This is an optimization exercise on Yosys and OpenROAD, whose aim is a short achievable clock period and few clock cycles, not a production implementation. The RTL was checked by simulation tests, not by an equivalence proof against the original design. Power is estimated from default activity; no workload was simulated.

## flow/flow/run.sh

```bash
#!/bin/bash
set -euo pipefail
MARGIN="${MARGIN:-8.0}"
sed "s|\"\${@:-finish}\"|SETUP_SLACK_MARGIN=${MARGIN} MATCH_CELL_FOOTPRINT=0 \"\${@:-finish}\"|" standard.sh > standard_tight.sh
grep -q "SETUP_SLACK_MARGIN=${MARGIN} MATCH_CELL_FOOTPRINT=0" standard_tight.sh
bash standard_tight.sh > flow_make.log 2>&1
```

## flow/standard.sh

```bash
#!/bin/bash
# synth_recipe.tcl (not shown) runs the flow's synth.tcl, then flattens the netlist and writes it again
# the make line also repeats each setting of config.mk as NAME=value (left out here)
make -C /OpenROAD-flow-scripts/flow DESIGN_CONFIG=/design/flow/config.mk WORK_HOME=/design/flow/orfs CLKGATE_MAP_FILE= SYNTH_SCRIPT=/design/flow/synth_recipe.tcl "${@:-finish}"
```

## flow/config.mk

```make
export PLATFORM = sky130hd
export DESIGN_NAME = PCPU
export DESIGN_NICKNAME = PCPU
export VERILOG_FILES = /design/flow/design.v
export SDC_FILE = /design/flow/constraint.sdc
export NUM_CORES = 4
export LEC_CHECK = 0
export ABC_CLOCK_PERIOD_IN_PS = 3000
export CAP_MARGIN = 20
export CORE_MARGIN = 2
export CORE_UTILIZATION = 40
export PLACE_DENSITY = 0.55
export SLEW_MARGIN = 20
export SYNTH_HIERARCHICAL = 1
```

## flow/constraint.sdc

```tcl
create_clock -name core_clock -period 12.0 [get_ports {clk}]
set_input_delay 2.4000 -clock core_clock [delete_from_list [all_inputs] [get_ports {clk}]]
set_output_delay 2.4000 -clock core_clock [all_outputs]
set_load 0.01 [all_outputs]
```

## flow/design.v

```verilog
module PCPU(
    input clk,
    input reset,
    input MIO_ready,
    input [31:0]inst_in,
    input [31:0]Data_in,
    input INT,
    output mem_w,
    output[31:0]PC_out,
    output[31:0]Addr_out,
    output[31:0]Data_out,
    output CPU_MIO
);
    reg  [31:0] pc;
    reg         id_v;         
    reg  [31:0] ir;
    reg  [31:0] id_pc4;
    reg  [31:0] id_ptgt;      
    reg  [31:0] id_rs_r, id_rt_r;    
    reg         bm_rs, bm_rt;        
    reg         bw_rs, bw_rt;        
    reg         pd_beq, pd_bne, pd_lez, pd_gtz, pd_rimm, pd_br, pd_jr, pd_jalr,
                pd_usesrs, pd_usesrt;
    reg  [31:0] ras [0:3];
    reg  [1:0]  ras_p;        
    reg  [4:0]  ex_rd;        
    reg         ex_load, ex_store;
    reg         ex_br;        
    reg         ex_push, ex_pop;      
    reg         ex_fast;      
    reg  [2:0]  ex_brt;       
    reg  [31:0] ex_pc4;
    reg  [31:0] ex_a, ex_b, ex_sd;
    reg  [4:0]  ex_sh;
    reg         ex_shv;
    reg         ex_fa, ex_fb, ex_fsd, ex_fsdl;
    reg  [3:0]  ex_fsel;      
    reg  [3:0]  ex_asel;      
    reg         ex_sub;
    reg         op_add, op_slt, op_sltu, op_and, op_or, op_xor, op_nor,
                op_sll, op_srl, op_sra, op_b;
    reg  [4:0]  mem_rd;
    reg         mem_load, mem_store;
    reg  [31:0] mem_res, mem_sd, mem_addr;
    reg  [31:0] wb_val;
    reg  [31:0] rf [1:31];
    wire [31:0] wb_data = mem_load ? Data_in : mem_res;
    integer k;
    always @(posedge clk)
        for (k = 1; k < 32; k = k + 1)
            if (mem_rd == k) rf[k] <= wb_data;
    always @(posedge clk) wb_val <= wb_data;
    assign mem_w    = mem_store;
    assign Addr_out = mem_addr;
    assign Data_out = mem_sd;
    assign CPU_MIO  = 1'b0;
    wire [31:0] a  = ex_fa ? mem_res : ex_a;
    wire [31:0] bx = ex_fb ? (mem_res ^ {32{ex_sub}}) : ex_b;
    wire [31:0] b  = bx;              
    wire [31:0] sd = ex_fsdl ? Data_in : (ex_fsd ? mem_res : ex_sd);
    wire [31:0] sum, res;
    pcpu_alu alu (
        .ex_a(ex_a), .ex_b(ex_b), .mem_res(mem_res),
        .ex_fa(ex_fa), .ex_fb(ex_fb), .ex_sub(ex_sub), .ex_shv(ex_shv), .ex_sh(ex_sh),
        .fsel(ex_fsel), .asel(ex_asel), .op_slt(op_slt), .op_sltu(op_sltu), .op_and(op_and),
        .op_or(op_or), .op_xor(op_xor), .op_nor(op_nor), .op_sll(op_sll),
        .op_srl(op_srl), .op_sra(op_sra), .op_b(op_b),
        .sum(sum), .res(res));
    wire [31:0] fres = op_b ? b : (a | b);
    wire xz_m, xz_r, xe_mr, xe_rm, xe_rr;
    pcpu_eq32 x_zm (.x(mem_res), .y(32'b0),   .eq(xz_m));
    pcpu_eq32 x_zr (.x(ex_a),    .y(32'b0),   .eq(xz_r));
    pcpu_eq32 x_mr (.x(mem_res), .y(ex_b),    .eq(xe_mr));
    pcpu_eq32 x_rm (.x(ex_a),    .y(mem_res), .eq(xe_rm));
    pcpu_eq32 x_rr (.x(ex_a),    .y(ex_b),    .eq(xe_rr));
    wire a_zero = ex_fa ? xz_m : xz_r;
    wire a_neg  = ex_fa ? mem_res[31] : ex_a[31];
    wire ab_eq  = (ex_fa & ex_fb) | (ex_fa ? xe_mr : ex_fb ? xe_rm : xe_rr);
    wire x_q = ex_br & (ex_brt == 3'd0), x_n = ex_br & (ex_brt == 3'd1);
    wire x_lez = ex_br & (ex_brt == 3'd2), x_gtz = ex_br & (ex_brt == 3'd3);
    wire x_ltz = ex_br & (ex_brt == 3'd4), x_gez = ex_br & (ex_brt[2:1] == 2'b11 || ex_brt == 3'd5);
    wire fx_rr = ~ex_fa & ~ex_fb, fx_mr = ex_fa & ~ex_fb, fx_rm = ~ex_fa & ex_fb, fx_mm = ex_fa & ex_fb;
    wire [12:0] xl  = {8'b0, xz_m, xz_r, xe_rm, xe_mr, xe_rr};
    wire [12:0] xc1 = {8'b0, x_gtz & ex_fa, x_gtz & ~ex_fa, x_n & fx_rm, x_n & fx_mr, x_n & fx_rr};
    wire [12:0] xc0 = {8'b0, x_lez & ~a_neg & ex_fa, x_lez & ~a_neg & ~ex_fa,
                       x_q & fx_rm, x_q & fx_mr, x_q & fx_rr};
    wire xe = (x_n & fx_mm) | (x_gtz & a_neg) | (x_ltz & ~a_neg) | (x_gez & a_neg);
    wire ex_redirect;
    pcpu_redir xredir (.e(xe), .c1(xc1), .c0(xc0), .l(xl), .r(ex_redirect));
    wire [5:0]  op = ir[31:26];
    wire [5:0]  fn = ir[5:0];
    wire [4:0]  rs = ir[25:21];
    wire [4:0]  rt = ir[20:16];
    wire [4:0]  rdf = ir[15:11];
    wire [15:0] imm = ir[15:0];
    wire rtype   = (op == 6'h00);
    wire f_add   = rtype & (fn == 6'h20 || fn == 6'h21);
    wire f_sub   = rtype & (fn == 6'h22 || fn == 6'h23);
    wire f_and   = rtype & (fn == 6'h24);
    wire f_or    = rtype & (fn == 6'h25);
    wire f_xor   = rtype & (fn == 6'h26);
    wire f_nor   = rtype & (fn == 6'h27);
    wire f_slt   = rtype & (fn == 6'h2a);
    wire f_sltu  = rtype & (fn == 6'h2b);
    wire f_sll   = rtype & (fn == 6'h00);
    wire f_srl   = rtype & (fn == 6'h02);
    wire f_sra   = rtype & (fn == 6'h03);
    wire f_sllv  = rtype & (fn == 6'h04);
    wire f_srlv  = rtype & (fn == 6'h06);
    wire f_srav  = rtype & (fn == 6'h07);
    wire f_jr    = id_v & pd_jr;
    wire f_jalr  = id_v & pd_jalr;
    wire r_alu   = f_add | f_sub | f_and | f_or | f_xor | f_nor | f_slt | f_sltu |
                   f_sll | f_srl | f_sra | f_sllv | f_srlv | f_srav;
    wire i_addi  = (op == 6'h08) | (op == 6'h09);
    wire i_slti  = (op == 6'h0a);
    wire i_sltiu = (op == 6'h0b);
    wire i_andi  = (op == 6'h0c);
    wire i_ori   = (op == 6'h0d);
    wire i_xori  = (op == 6'h0e);
    wire i_lui   = (op == 6'h0f);
    wire i_imm   = i_addi | i_slti | i_sltiu | i_andi | i_ori | i_xori | i_lui;
    wire i_ld    = (op == 6'h23) | (op == 6'h20) | (op == 6'h24) | (op == 6'h21) | (op == 6'h25);
    wire i_st    = (op == 6'h2b) | (op == 6'h28) | (op == 6'h29);
    wire i_load  = id_v & i_ld;
    wire i_store = id_v & i_st;
    wire b_beq   = pd_beq;
    wire b_bne   = pd_bne;
    wire b_blez  = pd_lez;
    wire b_bgtz  = pd_gtz;
    wire b_rimm  = pd_rimm;
    wire i_br    = id_v & pd_br;
    wire i_jal   = id_v & (op == 6'h03);
    wire i_j     = (op == 6'h02);
    wire i_jr    = f_jr | f_jalr;
    wire [2:0] brt = b_beq ? 3'd0 : b_bne ? 3'd1 : b_blez ? 3'd2 : b_bgtz ? 3'd3 :
                     rt[0] ? 3'd5 : 3'd4;
    wire uses_rs = id_v & pd_usesrs;
    wire uses_rt = id_v & pd_usesrt;    
    wire rs_nz = (rs != 5'd0);
    wire rt_nz = (rt != 5'd0);
    wire [4:0] dest = ~id_v ? 5'd0 :
                      (r_alu | f_jalr) ? rdf :
                      (i_imm | i_ld) ? rt :
                      i_jal ? 5'd31 : 5'd0;
    wire [31:0] rs_w  = bw_rs ? wb_val : id_rs_r;
    wire [31:0] rt_w  = bw_rt ? wb_val : id_rt_r;
    wire [31:0] rsv_n = bm_rs ? mem_res : rs_w;
    wire [31:0] rtv_n = bm_rt ? mem_res : rt_w;
    wire [31:0] rsv   = bm_rs ? wb_data : rs_w;
    wire [31:0] rtv   = bm_rt ? wb_data : rt_w;
    wire dep_ex_rs  = rs_nz & (ex_rd == rs);
    wire dep_ex_rt  = rt_nz & (ex_rd == rt);
    wire dep_ml_rs  = bm_rs & mem_load;
    wire dep_ml_rt  = bm_rt & mem_load;
    wire load_use = ex_load & ((uses_rs & dep_ex_rs) | (uses_rt & dep_ex_rt));
    wire jr_haz   = i_jr & ((dep_ex_rs & ~ex_fast) | dep_ml_rs);
    wire id_stall = load_use | jr_haz;
    wire br_defer = (dep_ex_rs | dep_ml_rs) | ((b_beq | b_bne) & (dep_ex_rt | dep_ml_rt));
    wire s_rs_m = bm_rs, s_rs_w = ~bm_rs & bw_rs, s_rs_r = ~bm_rs & ~bw_rs;
    wire s_rt_m = bm_rt, s_rt_w = ~bm_rt & bw_rt, s_rt_r = ~bm_rt & ~bw_rt;
    wire eq_rr, eq_rw, eq_rm, eq_wr, eq_wm, eq_mr;
    pcpu_eq32 c_rr (.x(id_rs_r), .y(id_rt_r), .eq(eq_rr));
    pcpu_eq32 c_rw (.x(id_rs_r), .y(wb_val),  .eq(eq_rw));
    pcpu_eq32 c_rm (.x(id_rs_r), .y(mem_res), .eq(eq_rm));
    pcpu_eq32 c_wr (.x(wb_val),  .y(id_rt_r), .eq(eq_wr));
    pcpu_eq32 c_wm (.x(wb_val),  .y(mem_res), .eq(eq_wm));
    pcpu_eq32 c_mr (.x(mem_res), .y(id_rt_r), .eq(eq_mr));
    wire z_r, z_w, z_m, p_r, p_w, p_m;
    pcpu_eq32 c_zr (.x(id_rs_r), .y(32'b0),   .eq(z_r));
    pcpu_eq32 c_zw (.x(wb_val),  .y(32'b0),   .eq(z_w));
    pcpu_eq32 c_zm (.x(mem_res), .y(32'b0),   .eq(z_m));
    pcpu_eq32 c_pr (.x(id_rs_r), .y(id_ptgt), .eq(p_r));
    pcpu_eq32 c_pw (.x(wb_val),  .y(id_ptgt), .eq(p_w));
    pcpu_eq32 c_pm (.x(mem_res), .y(id_ptgt), .eq(p_m));
    wire id_eq = s_rs_r ? (s_rt_r ? eq_rr : s_rt_w ? eq_rw : eq_rm) :
                 s_rs_w ? (s_rt_r ? eq_wr : s_rt_w ? 1'b1  : eq_wm) :
                          (s_rt_r ? eq_mr : s_rt_w ? eq_wm : 1'b1);
    wire rsn_zero = s_rs_r ? z_r : s_rs_w ? z_w : z_m;
    wire rsn_neg  = rsv_n[31];
    reg  id_taken;
    always @(*) begin
        case (brt)
            3'd0: id_taken = id_eq;
            3'd1: id_taken = ~id_eq;
            3'd2: id_taken = rsn_neg | rsn_zero;
            3'd3: id_taken = ~rsn_neg & ~rsn_zero;
            3'd4: id_taken = rsn_neg;
            default: id_taken = ~rsn_neg;
        endcase
    end
    wire id_br_nt    = i_br & ~br_defer & ~id_taken;
    wire go   = ~id_stall & i_br & ~br_defer;
    wire go_q = go & b_beq, go_n = go & b_bne;
    wire go_lez = go & (brt == 3'd2), go_gtz = go & (brt == 3'd3);
    wire go_ltz = go & (brt == 3'd4), go_gez = go & (brt == 3'd5);
    wire go_j = ~id_stall & i_jr;
    wire p_rr = s_rs_r & s_rt_r, p_rw = s_rs_r & s_rt_w, p_rm = s_rs_r & s_rt_m;
    wire p_wr = s_rs_w & s_rt_r, p_ww = s_rs_w & s_rt_w, p_wm = s_rs_w & s_rt_m;
    wire p_mr = s_rs_m & s_rt_r, p_mw = s_rs_m & s_rt_w, p_mm = s_rs_m & s_rt_m;
    wire p_f;
    pcpu_eq32 c_pf (.x(fres), .y(id_ptgt), .eq(p_f));
    wire [12:0] late = {p_f, p_m, p_w, p_r, z_m, z_w, z_r, eq_mr, eq_wm, eq_wr, eq_rm, eq_rw, eq_rr};
    wire [12:0] c1 = {4'b0000,
                      {go_gtz & s_rs_m, go_gtz & s_rs_w, go_gtz & s_rs_r},
                      {go_n & p_mr, go_n & (p_wm | p_mw), go_n & p_wr,
                       go_n & p_rm, go_n & p_rw, go_n & p_rr}};
    wire go_jr = go_j & ~dep_ex_rs;      
    wire [12:0] c0 = {go_j & dep_ex_rs,   
                      {go_jr & s_rs_m, go_jr & s_rs_w, go_jr & s_rs_r},
                      {go_lez & ~rsn_neg & s_rs_m, go_lez & ~rsn_neg & s_rs_w,
                       go_lez & ~rsn_neg & s_rs_r},
                      {go_q & p_mr, go_q & (p_wm | p_mw), go_q & p_wr,
                       go_q & p_rm, go_q & p_rw, go_q & p_rr}};
    wire e_id = (go_n & (p_ww | p_mm)) | (go_gtz & rsn_neg) | (go_ltz & ~rsn_neg) |
                (go_gez & rsn_neg);
    wire blk;        
    pcpu_redir redir (.e(e_id | id_stall), .c1(c1), .c0(c0), .l(late), .r(blk));
    wire pt_ne = ~(s_rs_r ? p_r : s_rs_w ? p_w : p_m);
    wire jr_miss     = dep_ex_rs ? ~p_f : pt_ne;
    wire id_redirect = ~id_stall & (id_br_nt | (i_jr & jr_miss));
    wire [31:0] jr_tgt    = dep_ex_rs ? fres : rsv_n;
    wire [31:0] id_target = i_jr ? jr_tgt : id_pc4;
    wire [31:0] sext = {{16{imm[15]}}, imm};
    wire [31:0] zext = {16'b0, imm};
    wire [31:0] bsel = (i_addi | i_slti | i_sltiu | i_ld | i_st) ? sext :
                       (i_andi | i_ori | i_xori) ? zext :
                       i_lui ? {imm, 16'b0} :
                       (i_jal | f_jalr) ? id_pc4 : rtv;
    wire id_sub  = f_sub | f_slt | f_sltu | i_slti | i_sltiu;
    wire b_is_rt = ~(i_imm | i_ld | i_st | i_jal | f_jalr);
    wire id_fb   = b_is_rt & dep_ex_rt;
    wire id_add  = f_add | i_addi | i_ld | i_st | f_sub;
    wire [31:0] pc4 = pc + 32'd4;
    wire [5:0]  fop = inst_in[31:26];
    wire [4:0]  f_rs = inst_in[25:21];
    wire [4:0]  f_rt = inst_in[20:16];
    wire [5:0]  ffn  = inst_in[5:0];
    wire f_rtype = (fop == 6'h00);
    wire f_ralu  = f_rtype & ((ffn[5:3] == 3'b100) | (ffn == 6'h2a) | (ffn == 6'h2b) |
                              (ffn == 6'h00) | (ffn == 6'h02) | (ffn == 6'h03) |
                              (ffn == 6'h04) | (ffn == 6'h06) | (ffn == 6'h07));
    wire f_shi   = f_rtype & ((ffn == 6'h00) | (ffn == 6'h02) | (ffn == 6'h03));
    wire [32*32-1:0] rf_flat;
    assign rf_flat[31:0] = 32'b0;
    genvar gi;
    generate
        for (gi = 1; gi < 32; gi = gi + 1) begin : rff
            assign rf_flat[gi*32 +: 32] = rf[gi];
        end
    endgenerate
    wire [31:0] f_rsv, f_rtv;
    pcpu_rfread rd_rs (.rf(rf_flat), .ra(f_rs), .rd(f_rsv));
    pcpu_rfread rd_rt (.rf(rf_flat), .ra(f_rt), .rd(f_rtv));
    wire [31:0] ras_top = ras[ras_p];
    wire [31:0] jalr_pred = (dep_ex_rs ? fres : rsv_n) | zext;
    wire        f_isjalr  = (inst_in[31:26] == 6'h00) & (inst_in[5:0] == 6'h09);
    wire [31:0] jr_pred   = f_isjalr ? jalr_pred : ras_top;
    wire [31:0] npc_e  = id_stall ? pc : id_target;
    wire [31:0] npc;
    wire [31:0] npc1;
    pcpu_npc npcg (.inst(inst_in), .pc4(pc4), .ras_top(jr_pred), .npc_e(npc_e),
                   .blk(blk), .npc(npc1));
    pcpu_mux32 fin2 (.s(ex_redirect), .d1(ex_pc4), .d0(npc1), .y(npc));
    assign PC_out = pc;
    wire flush_if  = ex_redirect | id_redirect;
    wire bubble_id = ex_redirect | id_stall;
    always @(posedge clk or posedge reset) begin
        if (reset) begin
            pc   <= 32'b0;
            id_v <= 1'b0;
        end else begin
            pc <= npc;
            if (flush_if)
                id_v <= 1'b0;
            else if (!id_stall)
                id_v <= 1'b1;
        end
    end
    always @(posedge clk) begin
        if (!id_stall) begin
            ir      <= inst_in;
            id_pc4  <= pc4;
            id_ptgt <= jr_pred;
            pd_beq  <= (fop == 6'h04);
            pd_bne  <= (fop == 6'h05);
            pd_lez  <= (fop == 6'h06);
            pd_gtz  <= (fop == 6'h07);
            pd_rimm <= (fop == 6'h01);
            pd_br   <= (fop == 6'h01) | (fop == 6'h04) | (fop == 6'h05) |
                       (fop == 6'h06) | (fop == 6'h07);
            pd_jr   <= f_rtype & (ffn == 6'h08);
            pd_jalr <= f_rtype & (ffn == 6'h09);
            pd_usesrs <= ~((fop == 6'h02) | (fop == 6'h03) | (fop == 6'h0f) | f_shi);
            pd_usesrt <= f_ralu | (fop == 6'h04) | (fop == 6'h05);
            id_rs_r <= f_rsv;
            id_rt_r <= f_rtv;
            bm_rs   <= (f_rs != 5'd0) & (ex_rd == f_rs);
            bm_rt   <= (f_rt != 5'd0) & (ex_rd == f_rt);
            bw_rs   <= (f_rs != 5'd0) & (mem_rd == f_rs);
            bw_rt   <= (f_rt != 5'd0) & (mem_rd == f_rt);
        end else begin
            id_rs_r <= rsv;
            id_rt_r <= rtv;
            bm_rs   <= dep_ex_rs;
            bm_rt   <= dep_ex_rt;
            bw_rs   <= 1'b0;
            bw_rt   <= 1'b0;
        end
    end
    integer j;
    always @(posedge clk or posedge reset) begin
        if (reset) begin
            ras_p <= 2'd0;
            for (j = 0; j < 4; j = j + 1) ras[j] <= 32'b0;
        end else if (ex_push) begin
            ras_p <= ras_p + 2'd1;
            ras[ras_p + 2'd1] <= ex_pc4;
        end else if (ex_pop)
            ras_p <= ras_p - 2'd1;
    end
    always @(posedge clk or posedge reset) begin
        if (reset) begin
            ex_rd <= 5'b0; ex_load <= 1'b0; ex_store <= 1'b0; ex_br <= 1'b0;
            ex_push <= 1'b0; ex_pop <= 1'b0;
        end else if (bubble_id) begin
            ex_rd <= 5'b0; ex_load <= 1'b0; ex_store <= 1'b0; ex_br <= 1'b0;
            ex_push <= 1'b0; ex_pop <= 1'b0;
        end else begin
            ex_rd <= dest; ex_load <= i_load; ex_store <= i_store;
            ex_br <= i_br & br_defer;
            ex_push <= i_jal | f_jalr; ex_pop <= f_jr;
        end
    end
    always @(posedge clk) begin
        ex_brt  <= brt;
        ex_pc4  <= id_pc4;
        ex_a    <= rsv;
        ex_b    <= bsel ^ {32{id_sub}};
        ex_sd   <= rtv;
        ex_sh   <= ir[10:6];
        ex_shv  <= f_sllv | f_srlv | f_srav;
        ex_fa   <= dep_ex_rs;
        ex_fb   <= b_is_rt & dep_ex_rt;
        ex_fsel <= {dep_ex_rs & id_fb, ~dep_ex_rs & id_fb, dep_ex_rs & ~id_fb, ~dep_ex_rs & ~id_fb};
        ex_asel <= {4{id_add}} &
                   {dep_ex_rs & id_fb, ~dep_ex_rs & id_fb, dep_ex_rs & ~id_fb, ~dep_ex_rs & ~id_fb};
        ex_fsd  <= dep_ex_rt & ~ex_load;
        ex_fsdl <= dep_ex_rt & ex_load;
        ex_sub  <= id_sub;
        op_add  <= id_add;
        op_slt  <= f_slt | i_slti;
        op_sltu <= f_sltu | i_sltiu;
        op_and  <= f_and | i_andi;
        op_or   <= f_or | i_ori;
        op_xor  <= f_xor | i_xori;
        op_nor  <= f_nor;
        op_sll  <= f_sll | f_sllv;
        op_srl  <= f_srl | f_srlv;
        op_sra  <= f_sra | f_srav;
        op_b    <= i_lui | i_jal | f_jalr;
        ex_fast <= f_or | i_ori | i_lui | i_jal | f_jalr;
    end
    always @(posedge clk or posedge reset) begin
        if (reset) begin
            mem_rd <= 5'b0; mem_load <= 1'b0; mem_store <= 1'b0;
        end else begin
            mem_rd <= ex_rd; mem_load <= ex_load; mem_store <= ex_store;
        end
    end
    always @(posedge clk) begin
        mem_res  <= res;
        mem_addr <= sum;
        mem_sd   <= sd;
    end
endmodule
module pcpu_alu(
    input  [31:0] ex_a, ex_b, mem_res,
    input         ex_fa, ex_fb, ex_sub, ex_shv,
    input  [4:0]  ex_sh,
    input  [3:0]  fsel, asel,
    input         op_slt, op_sltu, op_and, op_or, op_xor, op_nor,
                  op_sll, op_srl, op_sra, op_b,
    output [31:0] sum, res
);
    wire [31:0] mbx = mem_res ^ {32{ex_sub}};
    wire [31:0] sum_rr, sum_mr, sum_rm, sum_mm;
    pcpu_add32 a_rr (.x(ex_a),    .y(ex_b), .ci(ex_sub), .s(sum_rr));
    pcpu_add32 a_mr (.x(mem_res), .y(ex_b), .ci(ex_sub), .s(sum_mr));
    pcpu_add32 a_rm (.x(ex_a),    .y(mbx),  .ci(ex_sub), .s(sum_rm));
    pcpu_add32 a_mm (.x(mem_res), .y(mbx),  .ci(ex_sub), .s(sum_mm));
    assign sum = ({32{fsel[0]}} & sum_rr) | ({32{fsel[1]}} & sum_mr) |
                 ({32{fsel[2]}} & sum_rm) | ({32{fsel[3]}} & sum_mm);
    wire [31:0] res_o;
    pcpu_alu_o other (.ex_a(ex_a), .ex_b(ex_b), .mem_res(mem_res), .mbx(mbx),
        .ex_fa(ex_fa), .ex_fb(ex_fb), .ex_shv(ex_shv), .ex_sh(ex_sh),
        .op_and(op_and), .op_or(op_or), .op_xor(op_xor), .op_nor(op_nor),
        .op_sll(op_sll), .op_srl(op_srl), .op_sra(op_sra), .op_b(op_b), .res_o(res_o));
    wire        a31 = ex_fa ? mem_res[31] : ex_a[31];
    wire        b31 = ~(ex_fb ? mbx[31] : ex_b[31]);
    wire        lt  = (a31 ^ b31) ? a31 : sum[31];
    wire        ltu = (a31 ^ b31) ? b31 : sum[31];
    assign res = ({32{asel[0]}} & sum_rr) | ({32{asel[1]}} & sum_mr) |
                 ({32{asel[2]}} & sum_rm) | ({32{asel[3]}} & sum_mm) |
                 res_o | {31'b0, (op_slt & lt) | (op_sltu & ltu)};
endmodule
module pcpu_alu_o(
    input  [31:0] ex_a, ex_b, mem_res, mbx,
    input         ex_fa, ex_fb, ex_shv,
    input  [4:0]  ex_sh,
    input         op_and, op_or, op_xor, op_nor, op_sll, op_srl, op_sra, op_b,
    output [31:0] res_o
);
    wire [31:0] a  = ex_fa ? mem_res : ex_a;
    wire [31:0] b  = ex_fb ? mbx : ex_b;       
    wire [4:0]  sha  = ex_shv ? a[4:0] : ex_sh;
    wire [31:0] shl  = b << sha;
    wire signed [32:0] shi = {op_sra & b[31], b};
    wire signed [32:0] shx = shi >>> sha;
    wire [31:0] shr  = shx[31:0];
    assign res_o =
          ({32{op_and}}  & (a & b))
        | ({32{op_or}}   & (a | b))
        | ({32{op_xor}}  & (a ^ b))
        | ({32{op_nor}}  & ~(a | b))
        | ({32{op_sll}}  & shl)
        | ({32{op_srl | op_sra}} & shr)
        | ({32{op_b}}    & b);
endmodule
module pcpu_npc(
    input  [31:0] inst, pc4, ras_top, npc_e,
    input         blk,
    output [31:0] npc
);
    function [32:0] ks_add32(input [31:0] x, input [31:0] y, input ci);
        reg [31:0] g, p, gn, pn;
        integer i, d;
        begin
            g = x & y;
            p = x ^ y;
            g[0] = g[0] | (p[0] & ci);
            for (d = 1; d < 32; d = d * 2) begin
                gn = g; pn = p;
                for (i = d; i < 32; i = i + 1) begin
                    gn[i] = g[i] | (p[i] & g[i-d]);
                    pn[i] = p[i] & p[i-d];
                end
                g = gn; p = pn;
            end
            ks_add32 = {g[31], (x ^ y) ^ {g[30:0], ci}};
        end
    endfunction
    function [16:0] ks_add16(input [15:0] x, input [15:0] y);
        reg [15:0] g, p, gn, pn;
        integer i, d;
        begin
            g = x & y;
            p = x ^ y;
            for (d = 1; d < 16; d = d * 2) begin
                gn = g; pn = p;
                for (i = d; i < 16; i = i + 1) begin
                    gn[i] = g[i] | (p[i] & g[i-d]);
                    pn[i] = p[i] & p[i-d];
                end
                g = gn; p = pn;
            end
            ks_add16 = {g[15], (x ^ y) ^ {g[14:0], 1'b0}};
        end
    endfunction
    wire [5:0] fop = inst[31:26];
    wire f_isbr = (fop == 6'h01) | (fop == 6'h04) | (fop == 6'h05) |
                  (fop == 6'h06) | (fop == 6'h07);
    wire f_isj  = (fop == 6'h02) | (fop == 6'h03);
    wire f_isjr = (fop == 6'h00) & ((inst[5:0] == 6'h08) | (inst[5:0] == 6'h09));
    wire [16:0] lo    = ks_add16(pc4[17:2], inst[15:0]);
    wire [13:0] hi0   = pc4[31:18];
    wire [13:0] hip1  = pc4[31:18] + 14'd1;
    wire [13:0] him1  = pc4[31:18] - 14'd1;
    wire [31:0] jtgt  = {pc4[31:28], inst[25:0], 2'b00};
    wire        f_brt  = f_isbr & ~f_isj;      
    wire [31:0] npc_o  = f_isj ? jtgt : f_isjr ? ras_top : pc4;
    wire [13:0] hi_c1  = inst[15] ? hi0 : hip1;
    wire [13:0] hi_c0  = inst[15] ? him1 : hi0;
    wire [13:0] npc_h1 = f_brt ? hi_c1 : npc_o[31:18];
    wire [13:0] npc_h0 = f_brt ? hi_c0 : npc_o[31:18];
    wire [31:0] npc_p  = {lo[16] ? npc_h1 : npc_h0,
                          f_brt ? lo[15:0] : npc_o[17:2],
                          f_brt ? 2'b00 : npc_o[1:0]};
    pcpu_mux32 fin (.s(blk), .d1(npc_e), .d0(npc_p), .y(npc));
endmodule
module pcpu_rfread(
    input  [32*32-1:0] rf,
    input  [4:0]       ra,
    output [31:0]      rd
);
    assign rd = rf[ra*32 +: 32];
endmodule
module pcpu_eq32(
    input  [31:0] x, y,
    output        eq
);
    assign eq = (x == y);
endmodule
module pcpu_add32(
    input  [31:0] x, y,
    input         ci,
    output [31:0] s
);
    reg [31:0] g, p, gn, pn;
    integer i, d;
    always @(*) begin
        g = x & y;
        p = x ^ y;
        g[0] = g[0] | (p[0] & ci);
        for (d = 1; d < 32; d = d * 2) begin
            gn = g; pn = p;
            for (i = d; i < 32; i = i + 1) begin
                gn[i] = g[i] | (p[i] & g[i-d]);
                pn[i] = p[i] & p[i-d];
            end
            g = gn; p = pn;
        end
    end
    assign s = (x ^ y) ^ {g[30:0], ci};
endmodule
module pcpu_redir(
    input         e,
    input  [12:0] c1, c0, l,
    output        r
);
    assign r = e | (|(c1 & l)) | (|(c0 & ~l));
endmodule
module pcpu_mux32(
    input         s,
    input  [31:0] d1, d0,
    output [31:0] y
);
    assign y = s ? d1 : d0;
endmodule
```

==> run notes <==
worst max-delay path, cell delays in order:
cell and delay (ps):
sky130_fd_sc_hd__buf_12 110, sky130_fd_sc_hd__ha_4 160, sky130_fd_sc_hd__fa_2 390, sky130_fd_sc_hd__a211oi_2 250, sky130_fd_sc_hd__or3_4 200, sky130_fd_sc_hd__a21oi_4 90, sky130_fd_sc_hd__buf_6 150, sky130_fd_sc_hd__or4_4 530
sky130_fd_sc_hd__o2111ai_2 100, sky130_fd_sc_hd__nand3_1 110, sky130_fd_sc_hd__mux2_4 270, sky130_fd_sc_hd__mux2_4 260
power groups by stage:
stage | combinational [mW] | clock [mW] | sequential, mW
2_1_floorplan | 2.39 | 0 | 6.79
3_3_place_gp | 3.93 | 0 | 6.91
3_5_place_dp | 3.97 | 0 | 6.91
4_1_cts | 4.15 | 5.85 | 6.80
5_1_grt | 4.64 | 6.07 | 6.83
6_report | 4.43 | 5.79 | 6.83
flip-flops by register name, indices dropped and copies added, names as in the netlist, 2 cells and up:
name / count
ex_pc4: 32
ex_asel: 4
ex_brt: 3
mem_rd: 5
mem_res: 32
rf: 992
mem_addr: 32
id_pc4: 32
ras: 128
id_ptgt: 32
pc: 32
ex_b: 32
mem_sd: 32
id_rt_r: 32
ras_p: 2
ex_fsel: 4
ir: 32
ex_sd: 32
ex_a: 32
wb_val: 32
ex_rd: 5
id_rs_r: 32
ex_sh: 5
final cells by class:
type	count	area share (%)
diodes	14	0.0300
clock buffers	238	4.29
clock inverters	103	0.976
inverters	136	0.448
multi-input cells	6928	46.7
flip-flops and latches	1634	38.4
well taps	3220	3.45
repair buffers	560	5.68
repair inverters	1	0.00429
Yosys stat by module, one instance, submodules excluded:
module	cells	flops+latches	cell area, um2
pcpu_rfread	1158	0	8890
pcpu_eq32	43	0	347
PCPU	3387	1634	56400
pcpu_mux32	36	0	544
pcpu_redir	25	0	174
pcpu_add32	214	0	1660
pcpu_npc	354	0	2450
pcpu_alu_o	920	0	6340
pcpu_alu	262	0	1680
final timing paths:
path                              end  slack, ps  cells past startpoint
max                            pc[25]       7670                     12
min                         mem_store        310                      0
max reg2reg                    pc[20]       7710                     12
min reg2reg                 mem_store        310                      0
max in group asynchronous       pc[0]       8400                      4
min in group asynchronous  ras[0][13]       2100                      3
cell families (layout without fill, tap and decap cells):
group | count (synthesis) | in the layout | synth area share [%]
compound gates | 1962 | 1964 | 13.7
simple gates | 1906 | 1913 | 9.27
mux | 1709 | 1715 | 18.0
flops | 1634 | 1634 | 45.0
xor+xnor | 861 | 861 | 7.63
buf+inv | 701 | 1038 | 3.55
fa+ha+maj | 217 | 217 | 2.81
other cells | 1 | 272 | 0.00379
metal layers:
metal | vias to the layer above | GRT usage, % | routed length, um
met2 | 4349 | 52.9 | 198000
met5 | - | 0 | 150
met4 | 22 | 26.1 | 41800
li1 | 34800 | - | -
met3 | 1180 | 6.00 | 37200
met1 | 40800 | 40.8 | 167000
timing repair:
item | 4_1_cts | 5_1_grt
buffers inserted | 94 | 52
setup endpoints to repair | 414 | 124
gates cloned | 35 | 20
hold endpoints to repair | 0 | 0
gates resized for setup | 611 | 268
pin swaps | 30 | 50
Yosys cell counts, drive strengths merged, types with 19 or more instances:
library cell,instances
a21o,106
dfrtp,180
xnor2,108
o21a,23
and2,30
a2111oi,22
o221ai,19
a31oi,98
o211ai,60
mux2i,1397
nand4,73
or3,20
xor2,753
nor3,144
a22o,134
a222oi,68
nor2b,76
nor4,165
inv,134
clkbuf,270
ha,208
a211oi,127
buf,295
o22ai,37
nor2,316
nand2b,47
a21oi,528
a22oi,313
edfxtp,1097
dfxtp,357
nand2,639
o21ai,275
and3,54
mux2,308
nand3,268
metrics by stage:
stage,total power [mW],cells
2_1_floorplan,9.19,9248
3_3_place_gp,10.8,12300
3_5_place_dp,10.9,12300
4_1_cts,16.8,12700
5_1_grt,17.5,12800
6_report,17.1,12800
==> impl_summary.txt <==
----------------------------------------------------
[GRT]
  Gr usage total ... 33.6%
  Total overflow reported by the global router ... 0
  Largest net degree at the start of global routing ... 76
  Global-route wire length before repair ... 600000 um
  Initial antenna violation count ... 42
  Via count of the first global-routing pass ... 77.4k

[Synth]
  Async SR Flop Fraction ... 11.0%
  FF+latch count, synth ... 1634
  Unique cell type count in the Yosys netlist ... 115
  Area share of the leading cell type in the synthesized netlist ... 33.3%
  Syn_area_per_cell ... 11.0 um2
  Cell Area, Synth ... 99000 um2
  Largest cells by area after synthesis ... sky130_fd_sc_hd__edfxtp_1 (33%), sky130_fd_sc_hd__mux2i_1 (14%), sky130_fd_sc_hd__dfxtp_1 (7.2%), sky130_fd_sc_hd__xor2_1 (6.7%), sky130_fd_sc_hd__dfrtp_1 (4.6%)
  YS warnings ... 11
  Count of mapped cells out of synthesis ... 8991
  Number of enable flip-flop cells after synthesis ... 1097
  Dominant cell type by area after synthesis ... sky130_fd_sc_hd__edfxtp_1
  Flip-flop cell with the highest count after synthesis ... sky130_fd_sc_hd__edfxtp_1
  Sequential cell area fraction in the yosys report ... 45.0%

[Setup path]
  Classification of the worst setup path ... in2reg
  Worst path required time ... 12700 ps
  Arrival time of the worst setup path ... 5030 ps
  Nature of the critical path endpoint ... flip-flop
  Critical path peak fanout ... 4
  Startpoint of the worst-slack reg-to-reg timing path ... ir[23]
  Worst setup startpoint ... inst_in[0]
  Critical path startpoint category ... input port

[Flow run]
  Maximum capacitance violations ... 0

[STA]
  Tcrit/Tclk final ... 36.1%
  Tightest hold margin ... 311 ps
  FMAX ... 0.231 GHz
  Pins Over Slew Limit ... 0
  Summed negative setup slack over all endpoints ... 0 ps
  Final setup vio count ... 0
  Clock skew ... 86.8 ps
  Setup repair after global routing missed its margin ... true
  Max-Slew Margin vs Limit ... 11.9%
  Transition time at the pin with the least slew margin ... 1280 ps
  Worst-case setup margin in the final layout ... 7670 ps
  Post-route minimum period ... 4330 ps
  Final Hold Viols ... 0

[Final layout]
  # fillers ... 22.3k
  Reg area ... 44700 um2
  Post-synthesis to final-layout area growth ... 17.8%
  Final non-filler cell area ... 117000 um2
  Fin nets ... 9730
  Share of the core filled with cells ... 47.4%
  Commonest non-fill, non-tap cell in the layout ... sky130_fd_sc_hd__mux2i_1
  Area of combinational cells with multiple inputs ... 54500 um2
  Leading cell types in the layout, fill and taps excluded ... sky130_fd_sc_hd__mux2i_1 (1358), sky130_fd_sc_hd__edfxtp_1 (1097), sky130_fd_sc_hd__xor2_1 (728), sky130_fd_sc_hd__nand2_1 (632), sky130_fd_sc_hd__a21oi_1 (496)
  Layout cells sized above 1 ... 16.1%

[Clock tree]
  CTS Root Cell ... sky130_fd_sc_hd__clkbuf_16
  Number of clock sinks seen by CTS ... 1634
  Clock transition at the registers of the reported paths ... 60 ps
  H-tree level count ... 4
  Clock Tree Buf Depth ... 3
  Clock tree from TritonCTS ... done
  Latest clock arrival within the worst-skew pair ... 890 ps
  Quantity of hold-fixing buffers added after cts ... 0
  Inserted Clock Buffers ... 184

[Detailed routing]
  Detail Route Antenna Nets ... 0
  Drt first pass iters ... 9
  Wire per inst ... 34.6 um
  Drt drc ... 0
  Final Routed Wirelength ... 444000 um
  Vias per Instance ... 6.32
  Violation count after the first detailed-routing iteration ... 9938
  Via count of the routed design ... 81.1k

[Floorplan]
  Standard-cell rows ... 182
  Width of the chip ... 501 um
  Die height ... 501 um
  Area of the core ... 246000 um2
  Starting Density ... 40.2%
  Full die area ... 251000 um2
  I/O pin cnt ... 166

[Pwr]
  Sequential fraction of design power ... 40.1%
  Reported leakage power ... 49.2 nW
  Peak VDD IR ... 0.129 mV
  Power per standard cell area ... 146 nW/um2
  Switching share of total power ... 34.1%
  Switching power ... 5.82 mW
  Internal Power ... 11.2 mW
  Combinational fraction of design power ... 26.0%
  Clock network fraction of total power ... 34.0%

[Outcome]
  Result of the run ... finished clean

[Worst hold path]
  Worst min-delay path startpoint ... ex_store
  HP Class ... reg2reg

[Place]
  Post-detailed-placement half-perimeter wirelength ... 279000 um
  Placer Congestion ... 1.00
  Worst Setup Slack post-DPL ... 5680 ps
  Placement-stage cell area ... 105000 um2
  Port buffer count ... 162

----------------------------------------------------
Testbench counts, summed over its fixed seeds: cycles 93,850.

[re-timing with driven ports]
No port has a modelled driver above. Below, the same layout with a new extraction and two added sets of constraints. Step 1, drivers: a clkbuf_16 drives clk and a buf_2 each remaining input, both assumed. Step 2, shift: input delay + t, output delay - t, t = (earliest + latest rising clock arrival at the registers) / 2. This alone moves slack from input paths to output paths. Slacks: no drivers / after step 1 / after step 2; pairs: no drivers / after step 1.
t (ns): 0.941
slack for setup (ns): 7.671 / 7.706 / 6.772
hold WS [ns]: 0.311 / 0.311 / 0.311
worst register clock-pin slew, ns: 0.08 / 0.08
After both steps setup and hold are still met in this run. The setup slack of this run moves by +0.035 ns with the drivers and by -0.899 ns with both steps.
